What follows belongs to an exercise in optimizing a design on an open flow for small area and a short achievable clock period; a production flow would make more cautious choices. Only the layout flow was run in this run; the RTL was not checked for function there. Power figures rest on the tool's default switching activity, not on a simulated workload.

[flow/design.v]
module TM_ALU_iv (input a, output y); assign y = ~a; endmodule
module TM_ALU_nd (input a, input b, output y); assign y = ~(a & b); endmodule
module TM_ALU_nr (input a, input b, output y); assign y = ~(a | b); endmodule
module TM_ALU_xo (input a, input b, output y); assign y = a ^ b; endmodule
module TM_ALU_xn (input a, input b, output y); assign y = ~(a ^ b); endmodule
module TM_ALU_mi (input s, input a1, input a0, output y); assign y = ~(s ? a1 : a0); endmodule
module TM_ALU_an (input a, input b, output y); assign y = a & b; endmodule
module TM_ALU_or (input a, input b, output y); assign y = a | b; endmodule
module TM_ALU_ha (input a, input b, output s, output co);
    assign s = a ^ b;
    assign co = a & b;
endmodule
module TM_ALU_fa (input a, input b, input ci, output s, output co);
    assign s = a ^ b ^ ci;
    assign co = (a & b) | (ci & (a | b));
endmodule
module TM_ALU (clk, reset, AvgTxLen, InstExed, CurTxLen, AvgTxLen_new, InstExed_new);
    input clk, reset;
    input [7:0] AvgTxLen, InstExed, CurTxLen;
    output [7:0] AvgTxLen_new, InstExed_new;
    reg a0_0, a0_1, a0_2, a0_3, a0_4, a0_5, a0_6, a0_7, i0_0, i0_1, i0_2, i0_3, i0_4, i0_5, i0_6, i0_7, t0_0, t0_1, t0_2, t0_3, t0_4, t0_5, t0_6, t0_7, i1_0, i1_1, i1_2, i1_3, i1_4, i1_5, i1_6, i1_7, sg1, a1_0, a1_1, a1_2, a1_3, a1_4, a1_5, a1_6, a1_7, r1_0, r1_1, r1_2, d1_4, d1_3, d1_2, d1_1, d1_0, i2_0, i2_1, i2_2, i2_3, i2_4, i2_5, i2_6, i2_7, sg2, a2_0, a2_1, a2_2, a2_3, a2_4, a2_5, a2_6, a2_7, r2_0, r2_1, r2_2, r2_3, r2_4, r2_5, d2_1, d2_0, avg3_0, avg3_1, avg3_2, avg3_3, avg3_4, avg3_5, avg3_6, avg3_7, inst3_0, inst3_1, inst3_2, inst3_3, inst3_4, inst3_5, inst3_6, inst3_7;
    wire xo1, xo2, xo3, xo4, xo5, xo6, xo7, xo8, nd9, xn10, iv11, mi12, xo13, mi14, xn15, iv16, mi17, xo18, mi19, xn20, iv21, mi22, xo23, mi24, xn25, iv26, mi27, xn28, xn29, or30, or31, or32, or33, or34, or35, or36, nr37, mi38, xo39, xn40, iv41, an42, iv43, fs44, fc45, iv46, nd47, mi48, mi49, xn50, xn51, or52, fs53, fc54, fs55, fc56, nr57, mi58, mi59, mi60, xo61, xo62, nd63, xo64, xn65, xn66, mi67, xo68, xo69, xo70, xo71, xn72, xo73, xn74, xo75, xn76, iv77, nd78, xn79, xn80, mi81, xn82, xo83, mi84, xn85, xn86, mi87, or88, or89, or90, iv91, nd92, mi93, mi94, mi95, mi96, xn97, or98, fs99, fc100, fs101, fc102, fs103, fc104, fs105, fc106, nr107, mi108, mi109, mi110, mi111, mi112, xn113, nd114, xn115, xn116, mi117, xn118, xo119, mi120, xn121, xn122, mi123, xn124, xo125, mi126, xn127, xn128, mi129, iv130, nd131, mi132, mi133, mi134, mi135, mi136, mi137, xn138, xo139, nd140, xn141, xn142, xn143, mi144, xn145, xo146, xo147, mi148, hs149, hc150, iv151, hs152, hc153, xo154, xn155, nr156, xo157, xn158, iv159, mi160, xo161, xo162, mi163, xo164, xn165, iv166, mi167, xo168, xo169, mi170, xo171, xn172, iv173, mi174, xo175, xo176, mi177, iv178, nd179, mi180, mi181, mi182, mi183, mi184, mi185, mi186, xn187, iv188, nd189, xn190, mi191, xn192, mi193, xn194, mi195, xn196, mi197, xn198, mi199, xn200, mi201, xn202, mi203, xo204, xo205, nd206, xo207, xn208, xn209, mi210, hs211, hc212, hs213, hc214, hs215, hc216, hs217, hc218, hs219, hc220, xo221, hs222, hc223, hs224, hc225, hs226, hc227, hs228, hc229, hs230, hc231, hs232, hc233, xo234;
    TM_ALU_xo uxo1 (.a(CurTxLen[0]), .b(AvgTxLen[0]), .y(xo1));
    TM_ALU_xo uxo2 (.a(CurTxLen[1]), .b(AvgTxLen[1]), .y(xo2));
    TM_ALU_xo uxo3 (.a(CurTxLen[2]), .b(AvgTxLen[2]), .y(xo3));
    TM_ALU_xo uxo4 (.a(CurTxLen[3]), .b(AvgTxLen[3]), .y(xo4));
    TM_ALU_xo uxo5 (.a(CurTxLen[4]), .b(AvgTxLen[4]), .y(xo5));
    TM_ALU_xo uxo6 (.a(CurTxLen[5]), .b(AvgTxLen[5]), .y(xo6));
    TM_ALU_xo uxo7 (.a(CurTxLen[6]), .b(AvgTxLen[6]), .y(xo7));
    TM_ALU_xo uxo8 (.a(CurTxLen[7]), .b(AvgTxLen[7]), .y(xo8));
    TM_ALU_nd und9 (.a(t0_0), .b(a0_0), .y(nd9));
    TM_ALU_xn uxn10 (.a(t0_1), .b(nd9), .y(xn10));
    TM_ALU_iv uiv11 (.a(a0_1), .y(iv11));
    TM_ALU_mi umi12 (.s(t0_1), .a1(iv11), .a0(nd9), .y(mi12));
    TM_ALU_xo uxo13 (.a(t0_2), .b(mi12), .y(xo13));
    TM_ALU_mi umi14 (.s(t0_2), .a1(a0_2), .a0(mi12), .y(mi14));
    TM_ALU_xn uxn15 (.a(t0_3), .b(mi14), .y(xn15));
    TM_ALU_iv uiv16 (.a(a0_3), .y(iv16));
    TM_ALU_mi umi17 (.s(t0_3), .a1(iv16), .a0(mi14), .y(mi17));
    TM_ALU_xo uxo18 (.a(t0_4), .b(mi17), .y(xo18));
    TM_ALU_mi umi19 (.s(t0_4), .a1(a0_4), .a0(mi17), .y(mi19));
    TM_ALU_xn uxn20 (.a(t0_5), .b(mi19), .y(xn20));
    TM_ALU_iv uiv21 (.a(a0_5), .y(iv21));
    TM_ALU_mi umi22 (.s(t0_5), .a1(iv21), .a0(mi19), .y(mi22));
    TM_ALU_xo uxo23 (.a(t0_6), .b(mi22), .y(xo23));
    TM_ALU_mi umi24 (.s(t0_6), .a1(a0_6), .a0(mi22), .y(mi24));
    TM_ALU_xn uxn25 (.a(t0_7), .b(mi24), .y(xn25));
    TM_ALU_iv uiv26 (.a(a0_7), .y(iv26));
    TM_ALU_mi umi27 (.s(t0_7), .a1(iv26), .a0(mi24), .y(mi27));
    TM_ALU_xn uxn28 (.a(xn25), .b(mi27), .y(xn28));
    TM_ALU_xn uxn29 (.a(xn28), .b(i0_0), .y(xn29));
    TM_ALU_or uor30 (.a(xn28), .b(i0_0), .y(or30));
    TM_ALU_or uor31 (.a(i0_7), .b(i0_6), .y(or31));
    TM_ALU_or uor32 (.a(or31), .b(i0_5), .y(or32));
    TM_ALU_or uor33 (.a(or32), .b(i0_4), .y(or33));
    TM_ALU_or uor34 (.a(or33), .b(i0_3), .y(or34));
    TM_ALU_or uor35 (.a(or34), .b(i0_2), .y(or35));
    TM_ALU_or uor36 (.a(or35), .b(i0_1), .y(or36));
    TM_ALU_nr unr37 (.a(or30), .b(or36), .y(nr37));
    TM_ALU_mi umi38 (.s(nr37), .a1(xn29), .a0(xn28), .y(mi38));
    TM_ALU_xo uxo39 (.a(xo23), .b(mi27), .y(xo39));
    TM_ALU_xn uxn40 (.a(xo39), .b(i0_0), .y(xn40));
    TM_ALU_iv uiv41 (.a(i0_0), .y(iv41));
    TM_ALU_an uan42 (.a(xo39), .b(iv41), .y(an42));
    TM_ALU_iv uiv43 (.a(i0_1), .y(iv43));
    TM_ALU_fa ufs44 (.a(mi38), .b(iv43), .ci(an42), .s(fs44), .co(fc45));
    TM_ALU_iv uiv46 (.a(or35), .y(iv46));
    TM_ALU_nd und47 (.a(fc45), .b(iv46), .y(nd47));
    TM_ALU_mi umi48 (.s(nd47), .a1(xo39), .a0(xn40), .y(mi48));
    TM_ALU_mi umi49 (.s(nd47), .a1(mi38), .a0(fs44), .y(mi49));
    TM_ALU_xn uxn50 (.a(xn20), .b(mi27), .y(xn50));
    TM_ALU_xn uxn51 (.a(xn50), .b(i0_0), .y(xn51));
    TM_ALU_or uor52 (.a(xn50), .b(i0_0), .y(or52));
    TM_ALU_fa ufs53 (.a(mi48), .b(i0_1), .ci(or52), .s(fs53), .co(fc54));
    TM_ALU_fa ufs55 (.a(mi49), .b(i0_2), .ci(fc54), .s(fs55), .co(fc56));
    TM_ALU_nr unr57 (.a(fc56), .b(or34), .y(nr57));
    TM_ALU_mi umi58 (.s(nr57), .a1(xn51), .a0(xn50), .y(mi58));
    TM_ALU_mi umi59 (.s(nr57), .a1(fs53), .a0(mi48), .y(mi59));
    TM_ALU_mi umi60 (.s(nr57), .a1(fs55), .a0(mi49), .y(mi60));
    TM_ALU_xo uxo61 (.a(nr57), .b(mi27), .y(xo61));
    TM_ALU_xo uxo62 (.a(a0_5), .b(xo61), .y(xo62));
    TM_ALU_nd und63 (.a(a0_5), .b(xo61), .y(nd63));
    TM_ALU_xo uxo64 (.a(nd47), .b(mi27), .y(xo64));
    TM_ALU_xn uxn65 (.a(a0_6), .b(xo64), .y(xn65));
    TM_ALU_xn uxn66 (.a(xn65), .b(nd63), .y(xn66));
    TM_ALU_mi umi67 (.s(xn65), .a1(nd63), .a0(xo64), .y(mi67));
    TM_ALU_xo uxo68 (.a(nr37), .b(mi27), .y(xo68));
    TM_ALU_xo uxo69 (.a(a0_7), .b(xo68), .y(xo69));
    TM_ALU_xo uxo70 (.a(xo69), .b(mi67), .y(xo70));
    TM_ALU_xo uxo71 (.a(xo18), .b(mi27), .y(xo71));
    TM_ALU_xn uxn72 (.a(xn15), .b(mi27), .y(xn72));
    TM_ALU_xo uxo73 (.a(xo13), .b(mi27), .y(xo73));
    TM_ALU_xn uxn74 (.a(xn10), .b(mi27), .y(xn74));
    TM_ALU_xo uxo75 (.a(t0_0), .b(mi27), .y(xo75));
    TM_ALU_xn uxn76 (.a(d1_4), .b(i1_0), .y(xn76));
    TM_ALU_iv uiv77 (.a(i1_0), .y(iv77));
    TM_ALU_nd und78 (.a(d1_4), .b(iv77), .y(nd78));
    TM_ALU_xn uxn79 (.a(r1_0), .b(i1_1), .y(xn79));
    TM_ALU_xn uxn80 (.a(xn79), .b(nd78), .y(xn80));
    TM_ALU_mi umi81 (.s(xn79), .a1(nd78), .a0(i1_1), .y(mi81));
    TM_ALU_xn uxn82 (.a(r1_1), .b(i1_2), .y(xn82));
    TM_ALU_xo uxo83 (.a(xn82), .b(mi81), .y(xo83));
    TM_ALU_mi umi84 (.s(xn82), .a1(mi81), .a0(r1_1), .y(mi84));
    TM_ALU_xn uxn85 (.a(r1_2), .b(i1_3), .y(xn85));
    TM_ALU_xn uxn86 (.a(xn85), .b(mi84), .y(xn86));
    TM_ALU_mi umi87 (.s(xn85), .a1(mi84), .a0(i1_3), .y(mi87));
    TM_ALU_or uor88 (.a(i1_7), .b(i1_6), .y(or88));
    TM_ALU_or uor89 (.a(or88), .b(i1_5), .y(or89));
    TM_ALU_or uor90 (.a(or89), .b(i1_4), .y(or90));
    TM_ALU_iv uiv91 (.a(or90), .y(iv91));
    TM_ALU_nd und92 (.a(mi87), .b(iv91), .y(nd92));
    TM_ALU_mi umi93 (.s(nd92), .a1(d1_4), .a0(xn76), .y(mi93));
    TM_ALU_mi umi94 (.s(nd92), .a1(r1_0), .a0(xn80), .y(mi94));
    TM_ALU_mi umi95 (.s(nd92), .a1(r1_1), .a0(xo83), .y(mi95));
    TM_ALU_mi umi96 (.s(nd92), .a1(r1_2), .a0(xn86), .y(mi96));
    TM_ALU_xn uxn97 (.a(d1_3), .b(i1_0), .y(xn97));
    TM_ALU_or uor98 (.a(d1_3), .b(i1_0), .y(or98));
    TM_ALU_fa ufs99 (.a(mi93), .b(i1_1), .ci(or98), .s(fs99), .co(fc100));
    TM_ALU_fa ufs101 (.a(mi94), .b(i1_2), .ci(fc100), .s(fs101), .co(fc102));
    TM_ALU_fa ufs103 (.a(mi95), .b(i1_3), .ci(fc102), .s(fs103), .co(fc104));
    TM_ALU_fa ufs105 (.a(mi96), .b(i1_4), .ci(fc104), .s(fs105), .co(fc106));
    TM_ALU_nr unr107 (.a(fc106), .b(or89), .y(nr107));
    TM_ALU_mi umi108 (.s(nr107), .a1(xn97), .a0(d1_3), .y(mi108));
    TM_ALU_mi umi109 (.s(nr107), .a1(fs99), .a0(mi93), .y(mi109));
    TM_ALU_mi umi110 (.s(nr107), .a1(fs101), .a0(mi94), .y(mi110));
    TM_ALU_mi umi111 (.s(nr107), .a1(fs103), .a0(mi95), .y(mi111));
    TM_ALU_mi umi112 (.s(nr107), .a1(fs105), .a0(mi96), .y(mi112));
    TM_ALU_xn uxn113 (.a(d1_2), .b(i1_0), .y(xn113));
    TM_ALU_nd und114 (.a(d1_2), .b(iv77), .y(nd114));
    TM_ALU_xn uxn115 (.a(mi108), .b(i1_1), .y(xn115));
    TM_ALU_xn uxn116 (.a(xn115), .b(nd114), .y(xn116));
    TM_ALU_mi umi117 (.s(xn115), .a1(nd114), .a0(i1_1), .y(mi117));
    TM_ALU_xn uxn118 (.a(mi109), .b(i1_2), .y(xn118));
    TM_ALU_xo uxo119 (.a(xn118), .b(mi117), .y(xo119));
    TM_ALU_mi umi120 (.s(xn118), .a1(mi117), .a0(mi109), .y(mi120));
    TM_ALU_xn uxn121 (.a(mi110), .b(i1_3), .y(xn121));
    TM_ALU_xn uxn122 (.a(xn121), .b(mi120), .y(xn122));
    TM_ALU_mi umi123 (.s(xn121), .a1(mi120), .a0(i1_3), .y(mi123));
    TM_ALU_xn uxn124 (.a(mi111), .b(i1_4), .y(xn124));
    TM_ALU_xo uxo125 (.a(xn124), .b(mi123), .y(xo125));
    TM_ALU_mi umi126 (.s(xn124), .a1(mi123), .a0(mi111), .y(mi126));
    TM_ALU_xn uxn127 (.a(mi112), .b(i1_5), .y(xn127));
    TM_ALU_xn uxn128 (.a(xn127), .b(mi126), .y(xn128));
    TM_ALU_mi umi129 (.s(xn127), .a1(mi126), .a0(i1_5), .y(mi129));
    TM_ALU_iv uiv130 (.a(or88), .y(iv130));
    TM_ALU_nd und131 (.a(mi129), .b(iv130), .y(nd131));
    TM_ALU_mi umi132 (.s(nd131), .a1(d1_2), .a0(xn113), .y(mi132));
    TM_ALU_mi umi133 (.s(nd131), .a1(mi108), .a0(xn116), .y(mi133));
    TM_ALU_mi umi134 (.s(nd131), .a1(mi109), .a0(xo119), .y(mi134));
    TM_ALU_mi umi135 (.s(nd131), .a1(mi110), .a0(xn122), .y(mi135));
    TM_ALU_mi umi136 (.s(nd131), .a1(mi111), .a0(xo125), .y(mi136));
    TM_ALU_mi umi137 (.s(nd131), .a1(mi112), .a0(xn128), .y(mi137));
    TM_ALU_xn uxn138 (.a(nd131), .b(sg1), .y(xn138));
    TM_ALU_xo uxo139 (.a(a1_2), .b(xn138), .y(xo139));
    TM_ALU_nd und140 (.a(a1_2), .b(xn138), .y(nd140));
    TM_ALU_xn uxn141 (.a(nr107), .b(sg1), .y(xn141));
    TM_ALU_xn uxn142 (.a(a1_3), .b(xn141), .y(xn142));
    TM_ALU_xn uxn143 (.a(xn142), .b(nd140), .y(xn143));
    TM_ALU_mi umi144 (.s(xn142), .a1(nd140), .a0(xn141), .y(mi144));
    TM_ALU_xn uxn145 (.a(nd92), .b(sg1), .y(xn145));
    TM_ALU_xo uxo146 (.a(a1_4), .b(xn145), .y(xo146));
    TM_ALU_xo uxo147 (.a(xo146), .b(mi144), .y(xo147));
    TM_ALU_mi umi148 (.s(xo146), .a1(mi144), .a0(a1_4), .y(mi148));
    TM_ALU_iv uiv151 (.a(mi148), .y(iv151));
    TM_ALU_ha uhs149 (.a(a1_5), .b(iv151), .s(hs149), .co(hc150));
    TM_ALU_ha uhs152 (.a(a1_6), .b(hc150), .s(hs152), .co(hc153));
    TM_ALU_xo uxo154 (.a(a1_7), .b(hc153), .y(xo154));
    TM_ALU_xn uxn155 (.a(d2_1), .b(i2_0), .y(xn155));
    TM_ALU_nr unr156 (.a(d2_1), .b(i2_0), .y(nr156));
    TM_ALU_xo uxo157 (.a(r2_0), .b(i2_1), .y(xo157));
    TM_ALU_xn uxn158 (.a(xo157), .b(nr156), .y(xn158));
    TM_ALU_iv uiv159 (.a(r2_0), .y(iv159));
    TM_ALU_mi umi160 (.s(xo157), .a1(nr156), .a0(iv159), .y(mi160));
    TM_ALU_xo uxo161 (.a(r2_1), .b(i2_2), .y(xo161));
    TM_ALU_xo uxo162 (.a(xo161), .b(mi160), .y(xo162));
    TM_ALU_mi umi163 (.s(xo161), .a1(mi160), .a0(r2_1), .y(mi163));
    TM_ALU_xo uxo164 (.a(r2_2), .b(i2_3), .y(xo164));
    TM_ALU_xn uxn165 (.a(xo164), .b(mi163), .y(xn165));
    TM_ALU_iv uiv166 (.a(r2_2), .y(iv166));
    TM_ALU_mi umi167 (.s(xo164), .a1(mi163), .a0(iv166), .y(mi167));
    TM_ALU_xo uxo168 (.a(r2_3), .b(i2_4), .y(xo168));
    TM_ALU_xo uxo169 (.a(xo168), .b(mi167), .y(xo169));
    TM_ALU_mi umi170 (.s(xo168), .a1(mi167), .a0(r2_3), .y(mi170));
    TM_ALU_xo uxo171 (.a(r2_4), .b(i2_5), .y(xo171));
    TM_ALU_xn uxn172 (.a(xo171), .b(mi170), .y(xn172));
    TM_ALU_iv uiv173 (.a(r2_4), .y(iv173));
    TM_ALU_mi umi174 (.s(xo171), .a1(mi170), .a0(iv173), .y(mi174));
    TM_ALU_xo uxo175 (.a(r2_5), .b(i2_6), .y(xo175));
    TM_ALU_xo uxo176 (.a(xo175), .b(mi174), .y(xo176));
    TM_ALU_mi umi177 (.s(xo175), .a1(mi174), .a0(r2_5), .y(mi177));
    TM_ALU_iv uiv178 (.a(i2_7), .y(iv178));
    TM_ALU_nd und179 (.a(mi177), .b(iv178), .y(nd179));
    TM_ALU_mi umi180 (.s(nd179), .a1(d2_1), .a0(xn155), .y(mi180));
    TM_ALU_mi umi181 (.s(nd179), .a1(r2_0), .a0(xn158), .y(mi181));
    TM_ALU_mi umi182 (.s(nd179), .a1(r2_1), .a0(xo162), .y(mi182));
    TM_ALU_mi umi183 (.s(nd179), .a1(r2_2), .a0(xn165), .y(mi183));
    TM_ALU_mi umi184 (.s(nd179), .a1(r2_3), .a0(xo169), .y(mi184));
    TM_ALU_mi umi185 (.s(nd179), .a1(r2_4), .a0(xn172), .y(mi185));
    TM_ALU_mi umi186 (.s(nd179), .a1(r2_5), .a0(xo176), .y(mi186));
    TM_ALU_xn uxn187 (.a(d2_0), .b(i2_0), .y(xn187));
    TM_ALU_iv uiv188 (.a(i2_0), .y(iv188));
    TM_ALU_nd und189 (.a(d2_0), .b(iv188), .y(nd189));
    TM_ALU_xn uxn190 (.a(mi180), .b(i2_1), .y(xn190));
    TM_ALU_mi umi191 (.s(xn190), .a1(nd189), .a0(i2_1), .y(mi191));
    TM_ALU_xn uxn192 (.a(mi181), .b(i2_2), .y(xn192));
    TM_ALU_mi umi193 (.s(xn192), .a1(mi191), .a0(mi181), .y(mi193));
    TM_ALU_xn uxn194 (.a(mi182), .b(i2_3), .y(xn194));
    TM_ALU_mi umi195 (.s(xn194), .a1(mi193), .a0(i2_3), .y(mi195));
    TM_ALU_xn uxn196 (.a(mi183), .b(i2_4), .y(xn196));
    TM_ALU_mi umi197 (.s(xn196), .a1(mi195), .a0(mi183), .y(mi197));
    TM_ALU_xn uxn198 (.a(mi184), .b(i2_5), .y(xn198));
    TM_ALU_mi umi199 (.s(xn198), .a1(mi197), .a0(i2_5), .y(mi199));
    TM_ALU_xn uxn200 (.a(mi185), .b(i2_6), .y(xn200));
    TM_ALU_mi umi201 (.s(xn200), .a1(mi199), .a0(mi185), .y(mi201));
    TM_ALU_xn uxn202 (.a(mi186), .b(i2_7), .y(xn202));
    TM_ALU_mi umi203 (.s(xn202), .a1(mi201), .a0(i2_7), .y(mi203));
    TM_ALU_xo uxo204 (.a(mi203), .b(sg2), .y(xo204));
    TM_ALU_xo uxo205 (.a(a2_0), .b(xo204), .y(xo205));
    TM_ALU_nd und206 (.a(a2_0), .b(xo204), .y(nd206));
    TM_ALU_xo uxo207 (.a(nd179), .b(sg2), .y(xo207));
    TM_ALU_xn uxn208 (.a(a2_1), .b(xo207), .y(xn208));
    TM_ALU_xn uxn209 (.a(xn208), .b(nd206), .y(xn209));
    TM_ALU_mi umi210 (.s(xn208), .a1(nd206), .a0(xo207), .y(mi210));
    TM_ALU_ha uhs211 (.a(a2_2), .b(mi210), .s(hs211), .co(hc212));
    TM_ALU_ha uhs213 (.a(a2_3), .b(hc212), .s(hs213), .co(hc214));
    TM_ALU_ha uhs215 (.a(a2_4), .b(hc214), .s(hs215), .co(hc216));
    TM_ALU_ha uhs217 (.a(a2_5), .b(hc216), .s(hs217), .co(hc218));
    TM_ALU_ha uhs219 (.a(a2_6), .b(hc218), .s(hs219), .co(hc220));
    TM_ALU_xo uxo221 (.a(a2_7), .b(hc220), .y(xo221));
    TM_ALU_ha uhs222 (.a(i2_1), .b(i2_0), .s(hs222), .co(hc223));
    TM_ALU_ha uhs224 (.a(i2_2), .b(hc223), .s(hs224), .co(hc225));
    TM_ALU_ha uhs226 (.a(i2_3), .b(hc225), .s(hs226), .co(hc227));
    TM_ALU_ha uhs228 (.a(i2_4), .b(hc227), .s(hs228), .co(hc229));
    TM_ALU_ha uhs230 (.a(i2_5), .b(hc229), .s(hs230), .co(hc231));
    TM_ALU_ha uhs232 (.a(i2_6), .b(hc231), .s(hs232), .co(hc233));
    TM_ALU_xo uxo234 (.a(i2_7), .b(hc233), .y(xo234));
    always @(posedge clk) begin
        a0_0 <= AvgTxLen[0];
        a0_1 <= AvgTxLen[1];
        a0_2 <= AvgTxLen[2];
        a0_3 <= AvgTxLen[3];
        a0_4 <= AvgTxLen[4];
        a0_5 <= AvgTxLen[5];
        a0_6 <= AvgTxLen[6];
        a0_7 <= AvgTxLen[7];
        i0_0 <= InstExed[0];
        i0_1 <= InstExed[1];
        i0_2 <= InstExed[2];
        i0_3 <= InstExed[3];
        i0_4 <= InstExed[4];
        i0_5 <= InstExed[5];
        i0_6 <= InstExed[6];
        i0_7 <= InstExed[7];
        t0_0 <= xo1;
        t0_1 <= xo2;
        t0_2 <= xo3;
        t0_3 <= xo4;
        t0_4 <= xo5;
        t0_5 <= xo6;
        t0_6 <= xo7;
        t0_7 <= xo8;
        i1_0 <= i0_0;
        i1_1 <= i0_1;
        i1_2 <= i0_2;
        i1_3 <= i0_3;
        i1_4 <= i0_4;
        i1_5 <= i0_5;
        i1_6 <= i0_6;
        i1_7 <= i0_7;
        sg1 <= mi27;
        a1_0 <= a0_0;
        a1_1 <= a0_1;
        a1_2 <= a0_2;
        a1_3 <= a0_3;
        a1_4 <= a0_4;
        a1_5 <= xo62;
        a1_6 <= xn66;
        a1_7 <= xo70;
        r1_0 <= mi58;
        r1_1 <= mi59;
        r1_2 <= mi60;
        d1_4 <= xo71;
        d1_3 <= xn72;
        d1_2 <= xo73;
        d1_1 <= xn74;
        d1_0 <= xo75;
        i2_0 <= i1_0;
        i2_1 <= i1_1;
        i2_2 <= i1_2;
        i2_3 <= i1_3;
        i2_4 <= i1_4;
        i2_5 <= i1_5;
        i2_6 <= i1_6;
        i2_7 <= i1_7;
        sg2 <= sg1;
        a2_0 <= a1_0;
        a2_1 <= a1_1;
        a2_2 <= xo139;
        a2_3 <= xn143;
        a2_4 <= xo147;
        a2_5 <= hs149;
        a2_6 <= hs152;
        a2_7 <= xo154;
        r2_0 <= mi132;
        r2_1 <= mi133;
        r2_2 <= mi134;
        r2_3 <= mi135;
        r2_4 <= mi136;
        r2_5 <= mi137;
        d2_1 <= d1_1;
        d2_0 <= d1_0;
        avg3_0 <= xo205;
        avg3_1 <= xn209;
        avg3_2 <= hs211;
        avg3_3 <= hs213;
        avg3_4 <= hs215;
        avg3_5 <= hs217;
        avg3_6 <= hs219;
        avg3_7 <= xo221;
        inst3_0 <= iv188;
        inst3_1 <= hs222;
        inst3_2 <= hs224;
        inst3_3 <= hs226;
        inst3_4 <= hs228;
        inst3_5 <= hs230;
        inst3_6 <= hs232;
        inst3_7 <= xo234;
    end
    assign AvgTxLen_new = {avg3_7, avg3_6, avg3_5, avg3_4, avg3_3, avg3_2, avg3_1, avg3_0};
    assign InstExed_new = {inst3_7, inst3_6, inst3_5, inst3_4, inst3_3, inst3_2, inst3_1, inst3_0};
endmodule
[flow/flow/run.sh]
#!/bin/bash
set -euo pipefail
export BUFFER_PORTS_ARGS="-buffer_cell sky130_fd_sc_hd__buf_1"
bash standard.sh > standard_flow.log 2>&1
[flow/standard.sh]
#!/bin/bash
# synth_recipe.tcl (not shown) runs the flow's synth.tcl, then flattens the netlist and writes it again
# the make line also repeats each setting of config.mk as NAME=value (left out here)
make -C /OpenROAD-flow-scripts/flow DESIGN_CONFIG=/design/flow/config.mk WORK_HOME=/design/flow/orfs CLKGATE_MAP_FILE= SYNTH_SCRIPT=/design/flow/synth_recipe.tcl "${@:-finish}"
[flow/config.mk]
export PLATFORM = sky130hd
export DESIGN_NAME = TM_ALU
export DESIGN_NICKNAME = TM_ALU
export VERILOG_FILES = /design/flow/design.v
export SDC_FILE = /design/flow/constraint.sdc
export NUM_CORES = 4
export LEC_CHECK = 0
export CAP_MARGIN = 20
export CORE_MARGIN = 2
export CORE_UTILIZATION = 40
export SLEW_MARGIN = 20
export SYNTH_HIERARCHICAL = 1
[flow/constraint.sdc]
create_clock -name core_clock -period 27.0 [get_ports {clk}]
set_input_delay 5.4000 -clock core_clock [delete_from_list [all_inputs] [get_ports {clk}]]
set_output_delay 5.4000 -clock core_clock [all_outputs]
set_load 0.01 [all_outputs]
==> run notes <==
[through the flow]
stage | worst slack (ns) | cells
floorplan | 20.72 | 319
global placement | 20.00 | 473
detailed placement | 19.90 | 473
CTS | 19.88 | 489
global route | 19.30 | 489
finish | 20.01 | 489
[layer usage]
metal	wire [um]	global-route usage [%]
met2	2400	17.5
met1	2160	12.1
met4	146	6.86
met5	0	0
met3	154	2.48
[synth_stat cells]
master   count
nor2_1       4
and2_1       1
dfxtp_1     90
fa_1         7
xor2_1      42
buf_4       16
inv_1       16
ha_1        13
mux2i_1     60
nand2_1     11
xnor2_1     47
or2_1       12
[per-module statistics from Yosys (local to each module, per instance), excerpt]
module	cells inside	times used	cell area (um2)
TM_ALU_xn	1	47	8.76
TM_ALU_mi	1	60	10.0
TM_ALU_or	1	12	6.26
TM_ALU_ha	1	13	12.5
TM_ALU_iv	1	16	3.75
TM_ALU_nr	1	4	3.75
TM_ALU_nd	1	11	3.75
TM_ALU_an	1	1	6.26
TM_ALU_xo	1	42	8.76
TM_ALU	106	1	1920
[layout make-up]
| type | instances | area [um2] |
|---|---|---|
| repair buffers | 41 | 158 |
| flip-flops and latches | 90 | 1800 |
| fillers | 882 | 5040 |
| multi-input cells | 197 | 1820 |
| clock buffers | 10 | 128 |
| well taps | 129 | 161 |
| clock inverters | 6 | 71.3 |
| inverters | 16 | 60.1 |
[report_power, final]
part	switching, mW	internal (mW)	total [mW]
Clock	0.0473	0.0438	0.0911
Combinational	0.0839	0.0869	0.171
Sequential	0.0155	0.163	0.178
Total	0.147	0.293	0.440
[worst min-delay path by stage]
stage                     from    to  slack (ns)  cells after the start
after global placement    a1_1  a2_1        0.31                      0
final                     d1_1  d2_1        0.33                      0
after global routing      d1_0  d2_0        0.35                      0
after floorplan           a1_0  a2_0        0.31                      0
after CTS                 d1_1  d2_1        0.34                      0
after detailed placement  d1_1  d2_1        0.31                      0
[logic make-up (layout without fill, tap and decap cells)]
kind of cell,count (synthesis),in the layout,share of synthesized area [%]
simple gates,28,28,3.62
xor+xnor,89,89,20.5
fa+ha+maj,20,20,7.96
mux,60,60,15.8
flops,90,90,47.4
buf+inv,32,73,4.74
[critical path, delay by kind of cell (launching register included)]
kind / cells / cell delay, ns
XOR/XNOR: 4 / 0.94
adder cells (fa/ha/maj): 6 / 1.94
buffers and inverters: 1 / 0.07
flip-flops: 1 / 0.39
multiplexers: 12 / 2.50
AND/OR/NAND/NOR: 4 / 1.10
==> results.yml <==
setup_path:
  cpMostUsedCell: "mux2i_1"
  startpoint_type: "flip-flop"
  r2r-start: "i1_1"
  worst_r2r_endpoint: "a2_7"
  crit_end: "a2_7"
  startpoint: "i1_1"
  critPathKind: "reg -> reg"
  arrival_ns: 7.27
  critPathMaxFanout: 7
  required_ns: 27.29
  critPathMaxStageDelay_ns: 0.50
  crit_path_end_kind: "flip-flop"
  reg2reg_slack_ns: 20.01
  r2r_cells: 27
  cp_slowest_cell: "nor2_1"
sta:
  skew_ns: 0.0134
  min_period_ns: 6.99
  max-slew-margin-rel_pct: 57.2
  max_freq_mhz: 143
  finalCritPeriodShare_pct: 25.9
  setup_viol: 0
  tightest_slew_ns: 0.639
  rsz0062_at_grt: "false"
  setup_tns_ns: 0
  drv_slew: 0
  hold_viol_final: 0
  hold_ws_ns: 0.332
global_routing:
  grt_max_degree: 17
  overflow: 0
  grt_antenna_before_repair: 0
  grt_pass1_wl_um: 8370
  grtUsageTotal_pct: 10.5
  grt_pass1_vias: 2006
placed_design:
  dpl-instance-area_um2: 4000
  hpwl_um: 3860
  port_buffers: 40
  gp_congestion: 0.727
route:
  drtIter0Drc: 20
  viasPerCell: 4.22
  remaining_drc_errors: 0
  firstDrtPassIters: 4
  drtAntennaViolNets: 0
  num_vias: 2063
  wl_per_cell_um: 9.94
  finalWirelength_um: 4860
synthesis:
  syn_area_um2: 3800
  yosysSeqAreaShare_pct: 47.4
  yosysTopAreaCellShare_pct: 47.4
  syn_inst: 319
  ys_types: 12
  ys_ff_latch: 90
  syn_area_per_cell_um2: 11.9
  synth_area_leaders: "dfxtp_1 47%, mux2i_1 16%, xnor2_1 11%"
  ys_warn_count: 7
  synth_top_cell_by_area: "dfxtp_1"
  syn_nets: 365
min_path:
  hold_class: "reg -> reg"
cts:
  clockBufferDepth: 2
  cts_tree: "done"
  holdBufCountCts: 0
  cts_root_buf: "clkbuf_8"
  cts_resized: 0
  clock_latency_ns: 0.35
  cts_setup_buffers: 0
  cts_made_buffers: 9
  clkTransAtPathRegs_ns: 0.09
  cts_max_level: 3
  clkSinkCount: 90
final_layout:
  drive_above_1_share_pct: 4.44
  final_area_um2: 4200
  final_common_cell: "dfxtp_1"
  syn2layout_area_growth_pct: 10.5
  insertedDiodeCount: 0
  final_cell_mix: "90 x dfxtp_1, 60 x mux2i_1, 47 x xnor2_1"
  finalNetCount: 401
  post-route-util_pct: 45.5
floorplanning:
  placeableCoreArea_um2: 9240
  die_w_um: 102
  die_h_um: 102
  ios: 42
  num_rows: 35
  design.die.area_um2: 10300
  start_util_pct: 41.2
run_status:
  status: "timing/DRC/antenna clean"
pwr:
  finalPower_mw: 0.440
  leakage_nw: 1.87
  p_per_area_nw_per_um2: 105
  ir_drop_mv: 0.0287
run:
  max_cap_viol_count: 0

## afterwards: timing with drivers on the ports
In the flow no input, the clock included, has a driving cell. The finished layout below was timed again as built, in two steps. Step 1 assumes that a clkbuf_16 drives the clock port and a buf_2 every other input. Step 2 adds t to the input delays and takes it off the output delays; t is the mean of the earliest and latest rising clock arrival at the registers after step 1. Input paths then give back, and output paths get back, about the clock's delay inside the block. a / b / c = ideal / step 1 / step 2; a / b = the first two.
shift t [ns]: 0.369
setup slack, ns: 20.015 / 20.015 / 20.015
clock arrival spread, ns: 0.014 / 0.014
After both steps setup and hold are still met in this run. The setup slack of this run moves by 0.000 ns with the drivers and by 0.000 ns with both steps.
